From an optimization exercise on the open Yosys and OpenROAD flow, aimed at small area and a short achievable clock period; shortcuts taken in it are not production practice.
The RTL was checked by simulation tests, not by an equivalence proof against the original design.
Power is estimated from default activity; no workload was simulated.

==> run a <==
// ssemi_adc_decimator_core
module ssemi_adc_decimator_core (
    input  wire        i_clk,           
    input  wire        i_rst_n,         
    input  wire        i_enable,        
    input  wire        i_valid,         
    input  wire [15:0] i_data,          
    input  wire        i_coeff_we,      
    input  wire [1:0]  i_coeff_addr,    
    input  wire [17:0] i_coeff_data,    
    output wire        o_valid,         
    output wire [23:0] o_data,          
    output wire        o_overflow,      
    output wire        o_underflow      
);
    localparam [5:0] PH_LAST = 6'd35;
    reg        r_acc;      
    reg        r_clr;      
    reg [15:0] r_x;        
    always @(posedge i_clk or negedge i_rst_n) begin
        if (!i_rst_n) begin
            r_acc <= 1'b0;
            r_clr <= 1'b1;
            r_x   <= 16'd0;
        end else begin
            r_acc <= i_enable & i_valid;
            r_clr <= ~i_enable;
            r_x   <= i_data & {16{i_enable & i_valid}};
        end
    end
    reg       zp;          
    reg       dp;          
    reg [5:0] cnt;         
    reg [5:0] ph;          
    wire      ev = r_acc & (&cnt);
    always @(posedge i_clk or negedge i_rst_n) begin
        if (!i_rst_n) begin
            zp  <= 1'b1;
            dp  <= 1'b0;
            cnt <= 6'd0;
            ph  <= 6'd0;
        end else begin
            zp  <= r_clr;
            dp  <= ev;
            cnt <= r_clr ? 6'd0 : cnt + {5'd0, r_acc};
  ...
make LEC_CHECK=0 CAP_MARGIN=20 CORE_MARGIN=2 CORE_UTILIZATION=45 PLACE_DENSITY=0.6 SLEW_MARGIN=20 finish   # period 12.0 ns
run.sh (not shown) runs the stock make flow with config.mk's settings and CLKGATE_MAP_FILE= SYNTH_SCRIPT=/design/flow/synth_recipe.tcl, a recipe that flattens the netlist after the stock synthesis.
==> run b (differences from run a) <==
--- a/flow/design.v
+++ b/flow/design.v
@@ -326,55 +326,55 @@
                 ph <= 6'd1;
             else if (ph != 6'd0 && ph != PH_LAST)
                 ph <= ph + 6'd1;
             else
                 ph <= 6'd0;
         end
     end
-    wire [6:0] zc, gc, dc;
-    reg  [6:1] zr, gr, dr;
+    wire [7:0] zc, gc, dc;
+    reg  [7:1] zr, gr, dr;
     assign zc = {zr, zp};
     assign gc = {gr, r_acc & ~zp};
     assign dc = {dr, dp};
     always @(posedge i_clk or negedge i_rst_n) begin
         if (!i_rst_n) begin
-            zr <= 6'h3f;
-            gr <= 6'h00;
-            dr <= 6'h00;
+            zr <= 7'h7f;
+            gr <= 7'h00;
+            dr <= 7'h00;
         end else begin
-            zr <= zc[5:0];
-            gr <= gc[5:0];
-            dr <= dc[5:0];
+            zr <= zc[6:0];
+            gr <= gc[6:0];
+            dr <= dc[6:0];
         end
     end
-    reg [6:0] x1;
-    reg       x14a, x14b;
-    reg [6:1] sg;
+    reg [5:0] x1;
+    reg [2:0] x2a, x2b;
+    reg [7:1] sg;
     always @(posedge i_clk or negedge i_rst_n) begin
         if (!i_rst_n) begin
-            x1   <= 7'd0;
-            x14a <= 1'b0;
-            x14b <= 1'b0;
-            sg   <= 6'd0;
+            x1  <= 6'd0;
+            x2a <= 3'd0;
+            x2b <= 3'd0;
+            sg  <= 7'd0;
         end else begin
-            x1   <= r_x[13:7];
-            x14a <= r_x[14];
-            x14b <= x14a;
-            sg   <= {sg[5:1], r_x[15]};
+            x1  <= r_x[11:6];
+            x2a <= r_x[14:12];
+            x2b <= x2a;
+            sg  <= {sg[6:1], r_x[15]};
         end
     end
-    wire [48:0] xs = {{3{1'b0}}, {4{sg[6]}}, {7{sg[5]}}, {7{sg[4]}}, {7{sg[3]}},
-                      {6{sg[2]}}, x14b, x1, r_x[6:0]};
+    wire [47:0] xs = {{2{1'b0}}, {4{sg[7]}}, {6{sg[6]}}, {6{sg[5]}}, {6{sg[4]}},
+                      {6{sg[3]}}, {3{sg[2]}}, x2b, x1, r_x[5:0]};
     reg [45:0] I0, I1, I2, I3, J;
-    reg [29:0] cyf;        
+    reg [34:0] cyf;        
     genvar d;
     generate
-        for (d = 0; d < 7; d = d + 1) begin : seg
-            localparam LO = 7 * d;
-            localparam WD = (d == 6) ? 4 : 7;
+        for (d = 0; d < 8; d = d + 1) begin : seg
+            localparam LO = 6 * d;
+            localparam WD = (d == 7) ? 4 : 6;
             wire mI = ~zc[d];
             wire mJ = ~(zc[d] | dc[d]);
             wire g  = gc[d];
             wire [4:0] ci;
             wire [4:0] co;
             wire [WD-1:0] s0, s1, s2, s3, s4;
             if (d == 0) begin : c0_
@@ -400,82 +400,83 @@
             always @(posedge i_clk) begin
                 I0[LO +: WD] <= s0;
                 I1[LO +: WD] <= s1;
                 I2[LO +: WD] <= s2;
                 I3[LO +: WD] <= s3;
                 J[LO +: WD]  <= s4;
             end
-            if (d < 6) begin : cy_
+            if (d < 7) begin : cy_
                 always @(posedge i_clk) begin
                     cyf[5*d +: 5] <= co;
                 end
             end
         end
     endgenerate
-    reg [6:0] mr;          
+    reg [5:0] mr;          
     always @(posedge i_clk) begin
         case (ph[2:0])
-            3'd2:    mr <= J[13:7];
-            3'd3:    mr <= J[20:14];
-            3'd4:    mr <= J[27:21];
-            3'd5:    mr <= J[34:28];
-            3'd6:    mr <= J[41:35];
-            3'd7:    mr <= {3'd0, J[45:42]};
-            default: mr <= J[6:0];
+            3'd2:    mr <= J[11:6];
+            3'd3:    mr <= J[17:12];
+            3'd4:    mr <= J[23:18];
+            3'd5:    mr <= J[29:24];
+            3'd6:    mr <= J[35:30];
+            3'd7:    mr <= J[41:36];
+            3'd0:    mr <= {2'd0, J[45:42]};
+            default: mr <= J[5:0];
         endcase
     end
     reg         cz;        
     always @(posedge i_clk or negedge i_rst_n) begin
         if (!i_rst_n)
             cz <= 1'b1;
         else if (r_clr)
             cz <= 1'b1;
-        else if (ph == 6'd11)
+        else if (ph == 6'd12)
             cz <= 1'b0;
     end
-    reg [195:0] Df;        
-    reg [20:0]  pipe;      
+    reg [191:0] Df;        
+    reg [17:0]  pipe;      
     reg [4:1]   bc;        
-    wire [6:0]  diff4;
+    wire [5:0]  diff4;
     genvar k;
     generate
         for (k = 1; k <= 4; k = k + 1) begin : comb
-            wire [6:0] ink;
+            wire [5:0] ink;
             if (k == 1) begin : i1_
                 assign ink = mr;
             end else begin : in_
-                assign ink = pipe[7*(k-2) +: 7];
+                assign ink = pipe[6*(k-2) +: 6];
             end
-            wire act = (ph >= k + 1) && (ph <= k + 7);
-            wire fst = (ph == k + 1);
-            wire [6:0] dk = Df[49*(k-1) +: 7] & {7{~cz}};
-            wire [6:0] diff;
+            wire act = (ph >= k + 1) && (ph <= k + 8);
+            wire [5:0] dk = Df[48*(k-1) +: 6] & {6{~cz}};
+            wire [5:0] diff;
             wire       co;
-            ssemi_adc_decimator_rca #(.N(7)) sub (
-                .a(ink), .b(~dk), .ci(fst | bc[k]), .s(diff), .co(co));
+            ssemi_adc_decimator_rca #(.N(6)) sub (
+                .a(ink), .b(~dk), .ci(bc[k]), .s(diff), .co(co));
             always @(posedge i_clk) begin
-                bc[k] <= co;
+                bc[k] <= (ph == k) | co;    
                 if (act)
-                    Df[49*(k-1) +: 49] <= {ink, Df[49*(k-1)+7 +: 42]};
+                    Df[48*(k-1) +: 48] <= {ink, Df[48*(k-1)+6 +: 42]};
             end
             if (k < 4) begin : p_
-                always @(posedge i_clk) pipe[7*(k-1) +: 7] <= diff;
+                always @(posedge i_clk) pipe[6*(k-1) +: 6] <= diff;
             end else begin : l_
                 assign diff4 = diff;
             end
         end
     endgenerate
     reg [31:0] c0;         
     always @(posedge i_clk) begin
         case (ph)
-            6'd7:  c0[6:0]   <= diff4;
-            6'd8:  c0[13:7]  <= diff4;
-            6'd9:  c0[20:14] <= diff4;
-            6'd10: c0[27:21] <= diff4;
-            6'd11: c0[31:28] <= diff4[3:0];
+            6'd7:  c0[3:0]   <= diff4[5:2];
+            6'd8:  c0[9:4]   <= diff4;
+            6'd9:  c0[15:10] <= diff4;
+            6'd10: c0[21:16] <= diff4;
+            6'd11: c0[27:22] <= diff4;
+            6'd12: c0[31:28] <= diff4[3:0];
             default: ;
         endcase
     end
     reg [17:0] h0, h1, h2, h3;
     always @(posedge i_clk or negedge i_rst_n) begin
         if (!i_rst_n) begin
             h0 <= 18'h10000;
==> comparison <==
Against run b, the sequential share of layout area of run a is higher by 0.13 points. Against run b, the critical path depth of run a is higher by 13. Against run a, the synthesized cell count of run b is higher by 2.8%. Hold slack: run b is lower than run a (0.0026 ns).
==> figures <==
Status: run a no timing/DRC/antenna violations; run b no timing/DRC/antenna violations
Pin count of the biggest net entering global routing: run a 97; run b 80
Type of element capturing the critical path: run a register; run b output port
Placer Congestion: run a 0.844; run b 0.813
Core region area: run a 0.0805 sq mm; run b 0.0808 sq mm
Fmax: run a 0.198 GHz; run b 0.247 GHz
Antenna Cells: run a 1; run b 0
Worst slew margin relative to its limit: run a 27.6%; run b 30.5%
Cells after DPL: run a 3711; run b 3792

==> inputs of job 8310 <==
ssemi_adc_decimator_core, a different RTL version from the one above (not shown whole).
Settings: LEC_CHECK=0, CAP_MARGIN=20, CORE_MARGIN=2, CORE_UTILIZATION=45, PLACE_DENSITY=0.6, SLEW_MARGIN=20, SYNTH_HIERARCHICAL=1, SYNTH_MINIMUM_KEEP_SIZE=0; clock period 12.0 ns.
==> job 2284 (differences from job 8310) <==
--- a/flow/design.v
+++ b/flow/design.v
@@ -306,13 +306,13 @@
     input  wire [17:0] i_coeff_data,    
     output wire        o_valid,         
     output wire [23:0] o_data,          
     output wire        o_overflow,      
     output wire        o_underflow      
 );
-    localparam [5:0] PH_LAST = 6'd35;
+    localparam [5:0] PH_LAST = 6'd36;
     reg        r_acc;      
     reg        r_clr;      
     reg [15:0] r_x;        
     always @(posedge i_clk or negedge i_rst_n) begin
         if (!i_rst_n) begin
             r_acc <= 1'b0;
@@ -321,51 +321,45 @@
         end else begin
             r_acc <= i_enable & i_valid;
             r_clr <= ~i_enable;
             r_x   <= i_data & {16{i_enable & i_valid}};
         end
     end
-    reg       zp;          
-    reg       dp;          
     reg [5:0] cnt;         
     reg [5:0] ph;          
     wire      ev = r_acc & (&cnt);
     always @(posedge i_clk or negedge i_rst_n) begin
         if (!i_rst_n) begin
-            zp  <= 1'b1;
-            dp  <= 1'b0;
             cnt <= 6'd0;
             ph  <= 6'd0;
         end else begin
-            zp  <= r_clr;
-            dp  <= ev;
             cnt <= r_clr ? 6'd0 : cnt + {5'd0, r_acc};
             if (r_clr)
                 ph <= 6'd0;
             else if (ev)
                 ph <= 6'd1;
             else if (ph != 6'd0 && ph != PH_LAST)
                 ph <= ph + 6'd1;
             else
                 ph <= 6'd0;
         end
     end
-    wire [7:0] zc, gc, dc;
-    reg  [7:1] zr, gr, dr;
-    assign zc = {zr, zp};
-    assign gc = {gr, r_acc & ~zp};
-    assign dc = {dr, dp};
+    reg [7:0] mAc, mBc, mJc, gA, gB;
     always @(posedge i_clk or negedge i_rst_n) begin
         if (!i_rst_n) begin
-            zr <= 7'h7f;
-            gr <= 7'h00;
-            dr <= 7'h00;
-        end else begin
-            zr <= zc[6:0];
-            gr <= gc[6:0];
-            dr <= dc[6:0];
+            mAc <= 8'h00;
+            mBc <= 8'h00;
+            mJc <= 8'h00;
+            gA  <= 8'h00;
+            gB  <= 8'h00;
+        end else begin
+            mAc <= {mAc[6:0], ~r_clr};
+            mBc <= {mBc[6:0], ~r_clr};
+            mJc <= {mJc[6:0], ~(r_clr | ev)};
+            gA  <= {gA[6:0], i_enable & i_valid & ~r_clr};
+            gB  <= {gB[6:0], i_enable & i_valid & ~r_clr};
         end
     end
     reg [5:0] x1;
     reg [2:0] x2a, x2b;
     reg [7:1] sg;
     always @(posedge i_clk or negedge i_rst_n) begin
@@ -387,37 +381,39 @@
     reg [34:0] cyf;        
     genvar d;
     generate
         for (d = 0; d < 8; d = d + 1) begin : seg
             localparam LO = 6 * d;
             localparam WD = (d == 7) ? 4 : 6;
-            wire mI = ~zc[d];
-            wire mJ = ~(zc[d] | dc[d]);
-            wire g  = gc[d];
+            wire mA = mAc[d];
+            wire mB = mBc[d];
+            wire mJ = mJc[d];
+            wire g  = gA[d];
+            wire h  = gB[d];
             wire [4:0] ci;
             wire [4:0] co;
             wire [WD-1:0] s0, s1, s2, s3, s4;
             if (d == 0) begin : c0_
                 assign ci = 5'd0;
             end else begin : cn_
                 assign ci = cyf[5*(d-1) +: 5];
             end
             ssemi_adc_decimator_rca #(.N(WD)) a0 (
-                .a(I0[LO +: WD] & {WD{mI}}), .b(xs[LO +: WD]),
+                .a(I0[LO +: WD] & {WD{mA}}), .b(xs[LO +: WD]),
                 .ci(ci[0]), .s(s0), .co(co[0]));
             ssemi_adc_decimator_rca #(.N(WD)) a1 (
-                .a(I1[LO +: WD] & {WD{mI}}), .b(I0[LO +: WD] & {WD{g}}),
+                .a(I1[LO +: WD] & {WD{mA}}), .b(I0[LO +: WD] & {WD{g}}),
                 .ci(ci[1]), .s(s1), .co(co[1]));
             ssemi_adc_decimator_rca #(.N(WD)) a2 (
-                .a(I2[LO +: WD] & {WD{mI}}), .b(I1[LO +: WD] & {WD{g}}),
+                .a(I2[LO +: WD] & {WD{mA}}), .b(I1[LO +: WD] & {WD{g}}),
                 .ci(ci[2]), .s(s2), .co(co[2]));
             ssemi_adc_decimator_rca #(.N(WD)) a3 (
-                .a(I3[LO +: WD] & {WD{mI}}), .b(I2[LO +: WD] & {WD{g}}),
+                .a(I3[LO +: WD] & {WD{mB}}), .b(I2[LO +: WD] & {WD{h}}),
                 .ci(ci[3]), .s(s3), .co(co[3]));
             ssemi_adc_decimator_rca #(.N(WD)) a4 (
-                .a(J[LO +: WD] & {WD{mJ}}), .b(I3[LO +: WD] & {WD{g}}),
+                .a(J[LO +: WD] & {WD{mJ}}), .b(I3[LO +: WD] & {WD{h}}),
                 .ci(ci[4]), .s(s4), .co(co[4]));
             always @(posedge i_clk) begin
                 I0[LO +: WD] <= s0;
                 I1[LO +: WD] <= s1;
                 I2[LO +: WD] <= s2;
                 I3[LO +: WD] <= s3;
@@ -440,61 +436,70 @@
             3'd6:    mr <= J[35:30];
             3'd7:    mr <= J[41:36];
             3'd0:    mr <= {2'd0, J[45:42]};
             default: mr <= J[5:0];
         endcase
     end
-    reg         cz;        
+    reg  [4:1]  cv;        
+    reg  [4:1]  cf;        
+    wire [4:1]  cvn = {4{~r_clr}} & (cv | {ph == 6'd12, ph == 6'd11, ph == 6'd10, ph == 6'd9});
     always @(posedge i_clk or negedge i_rst_n) begin
-        if (!i_rst_n)
-            cz <= 1'b1;
-        else if (r_clr)
-            cz <= 1'b1;
-        else if (ph == 6'd12)
-            cz <= 1'b0;
+        if (!i_rst_n) begin
+            cv <= 4'h0;
+            cf <= 4'h0;
+        end else begin
+            cv <= cvn;
+            cf <= {ph == 6'd4, ph == 6'd3, ph == 6'd2, ph == 6'd1};
+        end
     end
-    reg [191:0] Df;        
+    reg [167:0] Dh;        
+    reg [23:0]  Dn;        
     reg [17:0]  pipe;      
     reg [4:1]   bc;        
     wire [5:0]  diff4;
+    reg  [5:0]  pipe4;
     genvar k;
     generate
         for (k = 1; k <= 4; k = k + 1) begin : comb
             wire [5:0] ink;
             if (k == 1) begin : i1_
                 assign ink = mr;
             end else begin : in_
                 assign ink = pipe[6*(k-2) +: 6];
             end
             wire act = (ph >= k + 1) && (ph <= k + 8);
-            wire [5:0] dk = Df[48*(k-1) +: 6] & {6{~cz}};
             wire [5:0] diff;
             wire       co;
             ssemi_adc_decimator_rca #(.N(6)) sub (
-                .a(ink), .b(~dk), .ci(bc[k]), .s(diff), .co(co));
+                .a(ink), .b(Dn[6*(k-1) +: 6]), .ci(bc[k] | cf[k]), .s(diff), .co(co));
             always @(posedge i_clk) begin
-                bc[k] <= (ph == k) | co;    
-                if (act)
-                    Df[48*(k-1) +: 48] <= {ink, Df[48*(k-1)+6 +: 42]};
+                bc[k] <= co;
+                if (act) begin
+                    Dh[42*(k-1) +: 42]  <= {ink, Dh[42*(k-1)+6 +: 36]};
+                    Dn[6*(k-1) +: 6]    <= ~(Dh[42*(k-1) +: 6] & {6{cvn[k]}});
+                end else begin
+                    Dn[6*(k-1) +: 6]    <= Dn[6*(k-1) +: 6] | {6{~cvn[k]}};
+                end
             end
             if (k < 4) begin : p_
                 always @(posedge i_clk) pipe[6*(k-1) +: 6] <= diff;
             end else begin : l_
                 assign diff4 = diff;
+                always @(posedge i_clk) pipe4 <= diff;
             end
         end
     endgenerate
     reg [31:0] c0;         
     always @(posedge i_clk) begin
         case (ph)
-            6'd7:  c0[3:0]   <= diff4[5:2];
-            6'd8:  c0[9:4]   <= diff4;
-            6'd9:  c0[15:10] <= diff4;
-            6'd10: c0[21:16] <= diff4;
-            6'd11: c0[27:22] <= diff4;
-            6'd12: c0[31:28] <= diff4[3:0];
+            6'd8:  c0[3:0]   <= pipe4[5:2];
+            6'd9:  c0[9:4]   <= pipe4;
+            6'd10: c0[15:10] <= pipe4;
+            6'd11: c0[21:16] <= pipe4;
+            6'd12: c0[27:22] <= pipe4;
+            6'd13: c0[31:28] <= pipe4[3:0];
             default: ;
         endcase
     end
     reg [17:0] h0, h1, h2, h3;
     always @(posedge i_clk or negedge i_rst_n) begin
         if (!i_rst_n) begin
@@ -517,15 +522,26 @@
             hv <= 3'd0;
         else if (r_clr)
             hv <= 3'd0;
         else if (ph == PH_LAST)
             hv <= {hv[2:1], 1'b1};
     end
-    wire       enc = (ph >= 6'd8) && (ph <= 6'd23);
-    wire       efirst = (ph == 6'd8);
-    wire [3:0] e = {~ph[3], ph[2:0]};          
+    reg        enc;        
+    reg        efirst;     
+    reg  [3:0] e;          
+    always @(posedge i_clk or negedge i_rst_n) begin
+        if (!i_rst_n) begin
+            enc    <= 1'b0;
+            efirst <= 1'b0;
+            e      <= 4'd0;
+        end else begin
+            enc    <= ~r_clr & (ph >= 6'd8) & (ph <= 6'd23);
+            efirst <= ~r_clr & (ph == 6'd8);
+            e      <= (ph == 6'd8) ? 4'd0 : e + 4'd1;
+        end
+    end
     wire [1:0] p0 = c0 >> {e, 1'b0};
     reg [31:0] ch1, ch2, ch3;   
     reg [3:0]  pv;              
     wire [3:0] b1 = {ch3[1] & hv[3], ch2[1] & hv[2], ch1[1] & hv[1], p0[1]};
     wire [3:0] b0 = {ch3[0] & hv[3], ch2[0] & hv[2], ch1[0] & hv[1], p0[0]};
     wire [3:0] bm = pv & {hv, 1'b1} & {4{~efirst}};
==> flow/flow/run.sh (new file) <==
#!/bin/bash
set -euo pipefail
export BUFFER_PORTS_ARGS="-buffer_cell sky130_fd_sc_hd__buf_2"
bash standard.sh > standard_flow.log 2>&1
==> flow/standard.sh (new file) <==
#!/bin/bash
# synth_recipe.tcl (not shown) runs the flow's synth.tcl, then flattens the netlist and writes it again
# the make line also repeats each setting of config.mk as NAME=value (left out here)
make -C /OpenROAD-flow-scripts/flow DESIGN_CONFIG=/design/flow/config.mk WORK_HOME=/design/flow/orfs CLKGATE_MAP_FILE= SYNTH_SCRIPT=/design/flow/synth_recipe.tcl "${@:-finish}"
==> flow/config.mk (replaced) <==
export PLATFORM = sky130hd
export DESIGN_NAME = ssemi_adc_decimator_core
export DESIGN_NICKNAME = ssemi_adc_decimator_core
export VERILOG_FILES = /design/flow/design.v
export SDC_FILE = /design/flow/constraint.sdc
export NUM_CORES = 4
export LEC_CHECK = 0
export CAP_MARGIN = 20
export CORE_MARGIN = 2
export CORE_UTILIZATION = 65
export CTS_CLUSTER_DIAMETER = 110
export CTS_CLUSTER_SIZE = 28
export PLACE_DENSITY = 0.8
export SLEW_MARGIN = 20
export SYNTH_HIERARCHICAL = 1
export SYNTH_MINIMUM_KEEP_SIZE = 0
removed: flow/run.sh
==> job 9908 (differences from job 8310) <==
--- a/flow/design.v
+++ b/flow/design.v
@@ -306,13 +306,13 @@
     input  wire [17:0] i_coeff_data,    
     output wire        o_valid,         
     output wire [23:0] o_data,          
     output wire        o_overflow,      
     output wire        o_underflow      
 );
-    localparam [5:0] PH_LAST = 6'd35;
+    localparam [5:0] PH_LAST = 6'd36;
     reg        r_acc;      
     reg        r_clr;      
     reg [15:0] r_x;        
     always @(posedge i_clk or negedge i_rst_n) begin
         if (!i_rst_n) begin
             r_acc <= 1'b0;
@@ -321,51 +321,45 @@
         end else begin
             r_acc <= i_enable & i_valid;
             r_clr <= ~i_enable;
             r_x   <= i_data & {16{i_enable & i_valid}};
         end
     end
-    reg       zp;          
-    reg       dp;          
     reg [5:0] cnt;         
     reg [5:0] ph;          
     wire      ev = r_acc & (&cnt);
     always @(posedge i_clk or negedge i_rst_n) begin
         if (!i_rst_n) begin
-            zp  <= 1'b1;
-            dp  <= 1'b0;
             cnt <= 6'd0;
             ph  <= 6'd0;
         end else begin
-            zp  <= r_clr;
-            dp  <= ev;
             cnt <= r_clr ? 6'd0 : cnt + {5'd0, r_acc};
             if (r_clr)
                 ph <= 6'd0;
             else if (ev)
                 ph <= 6'd1;
             else if (ph != 6'd0 && ph != PH_LAST)
                 ph <= ph + 6'd1;
             else
                 ph <= 6'd0;
         end
     end
-    wire [7:0] zc, gc, dc;
-    reg  [7:1] zr, gr, dr;
-    assign zc = {zr, zp};
-    assign gc = {gr, r_acc & ~zp};
-    assign dc = {dr, dp};
+    reg [7:0] mAc, mBc, mJc, gA, gB;
     always @(posedge i_clk or negedge i_rst_n) begin
         if (!i_rst_n) begin
-            zr <= 7'h7f;
-            gr <= 7'h00;
-            dr <= 7'h00;
+            mAc <= 8'h00;
+            mBc <= 8'h00;
+            mJc <= 8'h00;
+            gA  <= 8'h00;
+            gB  <= 8'h00;
         end else begin
-            zr <= zc[6:0];
-            gr <= gc[6:0];
-            dr <= dc[6:0];
+            mAc <= {mAc[6:0], ~r_clr};
+            mBc <= {mBc[6:0], ~r_clr};
+            mJc <= {mJc[6:0], ~(r_clr | ev)};
+            gA  <= {gA[6:0], i_enable & i_valid & ~r_clr};
+            gB  <= {gB[6:0], i_enable & i_valid & ~r_clr};
         end
     end
     reg [5:0] x1;
     reg [2:0] x2a, x2b;
     reg [7:1] sg;
     always @(posedge i_clk or negedge i_rst_n) begin
@@ -387,37 +381,39 @@
     reg [34:0] cyf;        
     genvar d;
     generate
         for (d = 0; d < 8; d = d + 1) begin : seg
             localparam LO = 6 * d;
             localparam WD = (d == 7) ? 4 : 6;
-            wire mI = ~zc[d];
-            wire mJ = ~(zc[d] | dc[d]);
-            wire g  = gc[d];
+            wire mA = mAc[d];
+            wire mB = mBc[d];
+            wire mJ = mJc[d];
+            wire g  = gA[d];
+            wire h  = gB[d];
             wire [4:0] ci;
             wire [4:0] co;
             wire [WD-1:0] s0, s1, s2, s3, s4;
             if (d == 0) begin : c0_
                 assign ci = 5'd0;
             end else begin : cn_
                 assign ci = cyf[5*(d-1) +: 5];
             end
             ssemi_adc_decimator_rca #(.N(WD)) a0 (
-                .a(I0[LO +: WD] & {WD{mI}}), .b(xs[LO +: WD]),
+                .a(I0[LO +: WD] & {WD{mA}}), .b(xs[LO +: WD]),
                 .ci(ci[0]), .s(s0), .co(co[0]));
             ssemi_adc_decimator_rca #(.N(WD)) a1 (
-                .a(I1[LO +: WD] & {WD{mI}}), .b(I0[LO +: WD] & {WD{g}}),
+                .a(I1[LO +: WD] & {WD{mA}}), .b(I0[LO +: WD] & {WD{g}}),
                 .ci(ci[1]), .s(s1), .co(co[1]));
             ssemi_adc_decimator_rca #(.N(WD)) a2 (
-                .a(I2[LO +: WD] & {WD{mI}}), .b(I1[LO +: WD] & {WD{g}}),
+                .a(I2[LO +: WD] & {WD{mA}}), .b(I1[LO +: WD] & {WD{g}}),
                 .ci(ci[2]), .s(s2), .co(co[2]));
             ssemi_adc_decimator_rca #(.N(WD)) a3 (
-                .a(I3[LO +: WD] & {WD{mI}}), .b(I2[LO +: WD] & {WD{g}}),
+                .a(I3[LO +: WD] & {WD{mB}}), .b(I2[LO +: WD] & {WD{h}}),
                 .ci(ci[3]), .s(s3), .co(co[3]));
             ssemi_adc_decimator_rca #(.N(WD)) a4 (
-                .a(J[LO +: WD] & {WD{mJ}}), .b(I3[LO +: WD] & {WD{g}}),
+                .a(J[LO +: WD] & {WD{mJ}}), .b(I3[LO +: WD] & {WD{h}}),
                 .ci(ci[4]), .s(s4), .co(co[4]));
             always @(posedge i_clk) begin
                 I0[LO +: WD] <= s0;
                 I1[LO +: WD] <= s1;
                 I2[LO +: WD] <= s2;
                 I3[LO +: WD] <= s3;
@@ -440,36 +436,37 @@
             3'd6:    mr <= J[35:30];
             3'd7:    mr <= J[41:36];
             3'd0:    mr <= {2'd0, J[45:42]};
             default: mr <= J[5:0];
         endcase
     end
-    reg         cz;        
+    reg  [4:1]  cz;        
     always @(posedge i_clk or negedge i_rst_n) begin
         if (!i_rst_n)
-            cz <= 1'b1;
+            cz <= 4'hf;
         else if (r_clr)
-            cz <= 1'b1;
+            cz <= 4'hf;
         else if (ph == 6'd12)
-            cz <= 1'b0;
+            cz <= 4'h0;
     end
     reg [191:0] Df;        
     reg [17:0]  pipe;      
     reg [4:1]   bc;        
     wire [5:0]  diff4;
+    reg  [5:0]  pipe4;
     genvar k;
     generate
         for (k = 1; k <= 4; k = k + 1) begin : comb
             wire [5:0] ink;
             if (k == 1) begin : i1_
                 assign ink = mr;
             end else begin : in_
                 assign ink = pipe[6*(k-2) +: 6];
             end
             wire act = (ph >= k + 1) && (ph <= k + 8);
-            wire [5:0] dk = Df[48*(k-1) +: 6] & {6{~cz}};
+            wire [5:0] dk = Df[48*(k-1) +: 6] & {6{~cz[k]}};
             wire [5:0] diff;
             wire       co;
             ssemi_adc_decimator_rca #(.N(6)) sub (
                 .a(ink), .b(~dk), .ci(bc[k]), .s(diff), .co(co));
             always @(posedge i_clk) begin
                 bc[k] <= (ph == k) | co;    
@@ -477,24 +474,25 @@
                     Df[48*(k-1) +: 48] <= {ink, Df[48*(k-1)+6 +: 42]};
             end
             if (k < 4) begin : p_
                 always @(posedge i_clk) pipe[6*(k-1) +: 6] <= diff;
             end else begin : l_
                 assign diff4 = diff;
+                always @(posedge i_clk) pipe4 <= diff;
             end
         end
     endgenerate
     reg [31:0] c0;         
     always @(posedge i_clk) begin
         case (ph)
-            6'd7:  c0[3:0]   <= diff4[5:2];
-            6'd8:  c0[9:4]   <= diff4;
-            6'd9:  c0[15:10] <= diff4;
-            6'd10: c0[21:16] <= diff4;
-            6'd11: c0[27:22] <= diff4;
-            6'd12: c0[31:28] <= diff4[3:0];
+            6'd8:  c0[3:0]   <= pipe4[5:2];
+            6'd9:  c0[9:4]   <= pipe4;
+            6'd10: c0[15:10] <= pipe4;
+            6'd11: c0[21:16] <= pipe4;
+            6'd12: c0[27:22] <= pipe4;
+            6'd13: c0[31:28] <= pipe4[3:0];
             default: ;
         endcase
     end
     reg [17:0] h0, h1, h2, h3;
     always @(posedge i_clk or negedge i_rst_n) begin
         if (!i_rst_n) begin
@@ -517,15 +515,26 @@
             hv <= 3'd0;
         else if (r_clr)
             hv <= 3'd0;
         else if (ph == PH_LAST)
             hv <= {hv[2:1], 1'b1};
     end
-    wire       enc = (ph >= 6'd8) && (ph <= 6'd23);
-    wire       efirst = (ph == 6'd8);
-    wire [3:0] e = {~ph[3], ph[2:0]};          
+    reg        enc;        
+    reg        efirst;     
+    reg  [3:0] e;          
+    always @(posedge i_clk or negedge i_rst_n) begin
+        if (!i_rst_n) begin
+            enc    <= 1'b0;
+            efirst <= 1'b0;
+            e      <= 4'd0;
+        end else begin
+            enc    <= ~r_clr & (ph >= 6'd8) & (ph <= 6'd23);
+            efirst <= ~r_clr & (ph == 6'd8);
+            e      <= (ph == 6'd8) ? 4'd0 : e + 4'd1;
+        end
+    end
     wire [1:0] p0 = c0 >> {e, 1'b0};
     reg [31:0] ch1, ch2, ch3;   
     reg [3:0]  pv;              
     wire [3:0] b1 = {ch3[1] & hv[3], ch2[1] & hv[2], ch1[1] & hv[1], p0[1]};
     wire [3:0] b0 = {ch3[0] & hv[3], ch2[0] & hv[2], ch1[0] & hv[1], p0[0]};
     wire [3:0] bm = pv & {hv, 1'b1} & {4{~efirst}};
==> flow/flow/run.sh (new file) <==
#!/bin/bash
set -euo pipefail
export BUFFER_PORTS_ARGS="-buffer_cell sky130_fd_sc_hd__buf_2"
bash standard.sh > standard_flow.log 2>&1
==> flow/standard.sh (new file) <==
#!/bin/bash
# synth_recipe.tcl (not shown) runs the flow's synth.tcl, then flattens the netlist and writes it again
# the make line also repeats each setting of config.mk as NAME=value (left out here)
make -C /OpenROAD-flow-scripts/flow DESIGN_CONFIG=/design/flow/config.mk WORK_HOME=/design/flow/orfs CLKGATE_MAP_FILE= SYNTH_SCRIPT=/design/flow/synth_recipe.tcl "${@:-finish}"
--- a/flow/config.mk
+++ b/flow/config.mk
@@ -5,10 +5,12 @@
 export SDC_FILE = /design/flow/constraint.sdc
 export NUM_CORES = 4
 export LEC_CHECK = 0
 export CAP_MARGIN = 20
 export CORE_MARGIN = 2
 export CORE_UTILIZATION = 45
+export CTS_CLUSTER_DIAMETER = 100
+export CTS_CLUSTER_SIZE = 24
 export PLACE_DENSITY = 0.6
 export SLEW_MARGIN = 20
 export SYNTH_HIERARCHICAL = 1
 export SYNTH_MINIMUM_KEEP_SIZE = 0
removed: flow/run.sh
==> summary of the runs <==
The lowest die area belongs to job 2284, the highest to job 9908. Setup slack: job 8310 is worse than job 9908 (0.18 ns). The lowest area after synthesis belongs to job 8310, the highest to job 2284. Core utilization: job 2284 is higher than job 8310 (18 points). Via count: job 2284 > job 8310 > job 9908. The lowest first-iteration DRC count belongs to job 8310, the highest to job 2284. Sequential power is about the same in job 2284 and job 9908. Worst hold slack, highest first: job 9908, job 2284, job 8310. Of job 9908 and job 2284, job 9908 has the higher clock power (gap about 10%, measured against job 2284). The lowest clock-buffer cell count belongs to job 2284, the highest to job 8310.
==> figures <==
quantity                                              job 8310      job 9908        job 2284
Asr flop ratio synth                                     0.170         0.175           0.182
Endpoint kind of the worst setup timing path    primary output          flop  primary output
Max frequency                                          250 MHz       262 MHz         279 MHz
Number of standard-cell rows in the floorplan              103           104              86
Count of plain and timing-repair buffers                    77            84              82
Critical Path Max Stage Delay                          0.57 ns       0.58 ns         0.44 ns
Internal power of the cells                          0.00496 W     0.00406 W       0.00397 W
Result of the run             no timing/DRC/antenna violations  no timing/DRC/antenna violations  no timing/DRC/antenna violations
Total area of sequential cells                    0.0216 sq mm  0.0219 sq mm    0.0218 sq mm
Arrival time worst endpoint                            1.60 ns       4.33 ns         1.19 ns
Largest vdd supply drop                               0.104 mV      0.102 mV        0.129 mV
Multi-input gate area                             0.0137 sq mm  0.0138 sq mm    0.0140 sq mm
Wirelength per Cell                                    16.3 um       16.4 um         17.3 um
Total power after layout                             0.00630 W     0.00518 W       0.00503 W
Kind of critical path                               reg -> out    reg -> reg      reg -> out
Worst slack after detailed placement                   7.58 ns       7.48 ns         7.88 ns
Routed length on met3                                  1.82 mm       1.90 mm         1.63 mm
Number of clock buffer instances in the layout             121            74              65
Routed length on met1                                  26.2 mm       26.5 mm         24.3 mm
Clock Sinks                                                876           889             896
Reg-to-Reg End                                           J[41]         bc[2]          I1[29]

==> re-timing with driven ports <==
No port has a modelled driver above. Below, the same layouts with a new extraction and two added sets of constraints.
Step 1 assumes that a clkbuf_16 drives the clock port and a buf_2 every other input.
Step 2 adds t to the input delays and takes it off the output delays; t is the mean of the earliest and latest rising clock arrival at the registers after step 1. Input paths then give back, and output paths get back, about the clock's delay inside the block.
a / b / c = no drivers / after step 1 / after step 2; a / b = the first two.
run	shift t [ns]	setup WS [ns]	worst data-port slew with drivers (ns)
run a	0.682	6.947 / 6.947 / 6.947	0.05
run b	0.697	7.948 / 7.880 / 7.606	0.06
job 8310	0.689	7.996 / 7.931 / 7.599	0.08
job 2284	0.650	8.412 / 8.349 / 7.988	0.06
job 9908	0.663	8.179 / 8.179 / 7.599	0.12
After both steps every run listed still meets setup and hold. The setup slack of job 9908, which loses most, moves by 0.000 ns with the drivers and by -0.580 ns with both steps. The worst setup slack also covers recovery checks on asynchronous resets.
